From an optimization exercise on the open Yosys and OpenROAD flow, aimed at a short achievable clock period, few clock cycles and low power; shortcuts taken in it are not production practice. Only simulation tests tie the RTL to the original design; equivalence was not proved. No activity file was given, so power comes from the tool's default toggle rates.

## mips
module mips(input  logic       clk, reset,
            input  logic [7:0] memdata,
            output logic [7:0] adr,
            output logic       memread, memwrite,
            output logic [7:0] writedata);
  localparam logic [2:0] S_F3 = 3'd0,   
                         S_F0 = 3'd1,   
                         S_F2 = 3'd2,   
                         S_F1 = 3'd3,   
                         S_X  = 3'd4,   
                         S_L  = 3'd5,   
                         S_W  = 3'd6;   
  logic [2:0] state;
  logic [5:0] pc;           
  logic [2:0] kind;         
  logic [7:0] t;            
  logic [2:0] rs, rt;
  logic [7:0] rf [7:1];
  logic is_j, is_r, is_beq, is_sb;
  assign is_j   = kind[1] & kind[0];
  assign is_r   = ~kind[2] & ~kind[0];
  assign is_beq = ~kind[1] & kind[0];
  assign is_sb  = kind[2] & kind[1];
  logic [2:0] nkind;        
  ...
==> flow/config.mk <==
export PLATFORM = sky130hd
export DESIGN_NAME = mips
export DESIGN_NICKNAME = mips
export VERILOG_FILES = /design/flow/design.v
export SDC_FILE = /design/flow/constraint.sdc
export NUM_CORES = 4
export LEC_CHECK = 0
export CAP_MARGIN = 20
export CORE_MARGIN = 2
export CORE_UTILIZATION = 60
export SLEW_MARGIN = 20
==> flow/constraint.sdc <==
create_clock -name core_clock -period 10.0 [get_ports {clk}]
set_input_delay 2.0000 -clock core_clock [delete_from_list [all_inputs] [get_ports {clk}]]
set_output_delay 2.0000 -clock core_clock [all_outputs]
set_load 0.01 [all_outputs]
standard.sh (not shown) runs the stock make flow with config.mk's settings and CLKGATE_MAP_FILE= SYNTH_SCRIPT=/design/flow/synth_recipe.tcl, a recipe that flattens the netlist after the stock synthesis.
==> flow/flow/run.sh <==
#!/bin/bash
set -euo pipefail
export CTS_ARGS="-sink_clustering_enable -repair_clock_nets -dont_use_dummy_load -buf_list sky130_fd_sc_hd__clkbuf_8"
bash standard.sh SETUP_SLACK_MARGIN=7.5 finish > standard_make.log 2>&1
The starting point finished with timing, DRC and antenna clean.
Testbench counts at the start, summed over its fixed seeds: cycles 137,961.
Then changed:
==> flow/run.sh (new file) <==
#!/bin/bash
# synth_recipe.tcl (not shown) runs the flow's synth.tcl, then flattens the netlist and writes it again
# the make line also repeats each setting of config.mk as NAME=value (left out here)
make -C /OpenROAD-flow-scripts/flow DESIGN_CONFIG=/design/flow/config.mk WORK_HOME=/design/flow/orfs CLKGATE_MAP_FILE= SYNTH_SCRIPT=/design/flow/synth_recipe.tcl finish
Settings changed: CORE_UTILIZATION 60 to 70, CTS_BUF_LIST set to sky130_fd_sc_hd__clkbuf_8, CTS_CLUSTER_DIAMETER set to 500, CTS_CLUSTER_SIZE set to 100.
removed: flow/flow/run.sh
removed: flow/standard.sh
Wire length is lower by 15%. Clock-buffer cell count does not change. Clock power is higher by 41%. Final cell count is lower by 13%. Area after synthesis is unchanged. Worst hold slack gains 0.016 ns. Clock skew is lower by 0.017 ns. Final area is lower by 17%. Via count is lower by 7.8%.
Then changed:
==> flow/flow/run.sh (new file) <==
#!/bin/bash
set -euo pipefail
export CTS_ARGS="-sink_clustering_enable -repair_clock_nets -dont_use_dummy_load -buf_list sky130_fd_sc_hd__clkbuf_8"
bash standard.sh SETUP_SLACK_MARGIN=6.5 finish > standard_make.log 2>&1
==> flow/standard.sh (new file) <==
#!/bin/bash
# synth_recipe.tcl (not shown) runs the flow's synth.tcl, then flattens the netlist and writes it again
# the make line also repeats each setting of config.mk as NAME=value (left out here)
make -C /OpenROAD-flow-scripts/flow DESIGN_CONFIG=/design/flow/config.mk WORK_HOME=/design/flow/orfs CLKGATE_MAP_FILE= SYNTH_SCRIPT=/design/flow/synth_recipe.tcl "${@:-finish}"
Settings changed: CORE_UTILIZATION 70 to 60, CTS_BUF_LIST sky130_fd_sc_hd__clkbuf_8 to unset, CTS_CLUSTER_DIAMETER 500 to unset, CTS_CLUSTER_SIZE 100 to unset.
removed: flow/run.sh
Result: The new run went through all stages and came out clean. Power decreases by about 8%. Routed wire length increases by about 6%. Count of clock-buffer cells in the layout does not change. Utilization decreases by 5.4 points. Design area increases by about 10%. Cell count increases by about 9%. First-iteration DRC count decreases by about 23%. Via count increases by 3.8%.
Then changed:
==> flow/run.sh (new file) <==
#!/bin/bash
# synth_recipe.tcl (not shown) runs the flow's synth.tcl, then flattens the netlist and writes it again
# the make line also repeats each setting of config.mk as NAME=value (left out here)
make -C /OpenROAD-flow-scripts/flow DESIGN_CONFIG=/design/flow/config.mk WORK_HOME=/design/flow/orfs CLKGATE_MAP_FILE= SYNTH_SCRIPT=/design/flow/synth_recipe.tcl finish
Settings changed: CORE_UTILIZATION 60 to 40.
removed: flow/flow/run.sh
removed: flow/standard.sh
What happened: Cell area fell by 6.3%. Clock-buffer cell count stays the same. Sequential power came out higher by about 0.9%. Power increases by 16%. Wire length went down by 4.4%. Setup slack loses 1.0 ns. Via count shrinks by 6.6%. Final cell count rises by 2.5%. Maximum frequency shrinks by 22%. Clock skew fell by 0.0054 ns. Hold slack got worse by 0.015 ns.

[re-timing with driven ports]
The flow's constraints put no driver on any port. The routed layouts listed below were extracted and timed again, unchanged, in two steps. Step 1 sets driving cells, clkbuf_16 on the clock port and buf_2 on the other inputs (assumed; they add their load-dependent delay and slew). Step 2, shift: input delay + t, output delay - t, t = (earliest + latest rising clock arrival at the registers) / 2. This alone moves slack from input paths to output paths. Three values: ideal ports, drivers, drivers and shift; two values: the first two.
run	t (ns)	setup slack, ns	slew at the worst register clock pin (ns)	cell pins on the clock port's net
the first run	0.398	6.339 / 6.339 / 6.339	0.10 / 0.10	1
the second run	0.411	5.436 / 5.436 / 5.436	0.11 / 0.11	1
the third run	0.396	6.375 / 6.375 / 6.039	0.09 / 0.09	1
the fourth run	0.394	5.326 / 5.326 / 5.326	0.08 / 0.08	1
After both steps setup and hold are still met in every run listed. For the third run, which loses most, drivers alone change the setup slack by 0.000 ns; drivers and shift together by -0.336 ns.
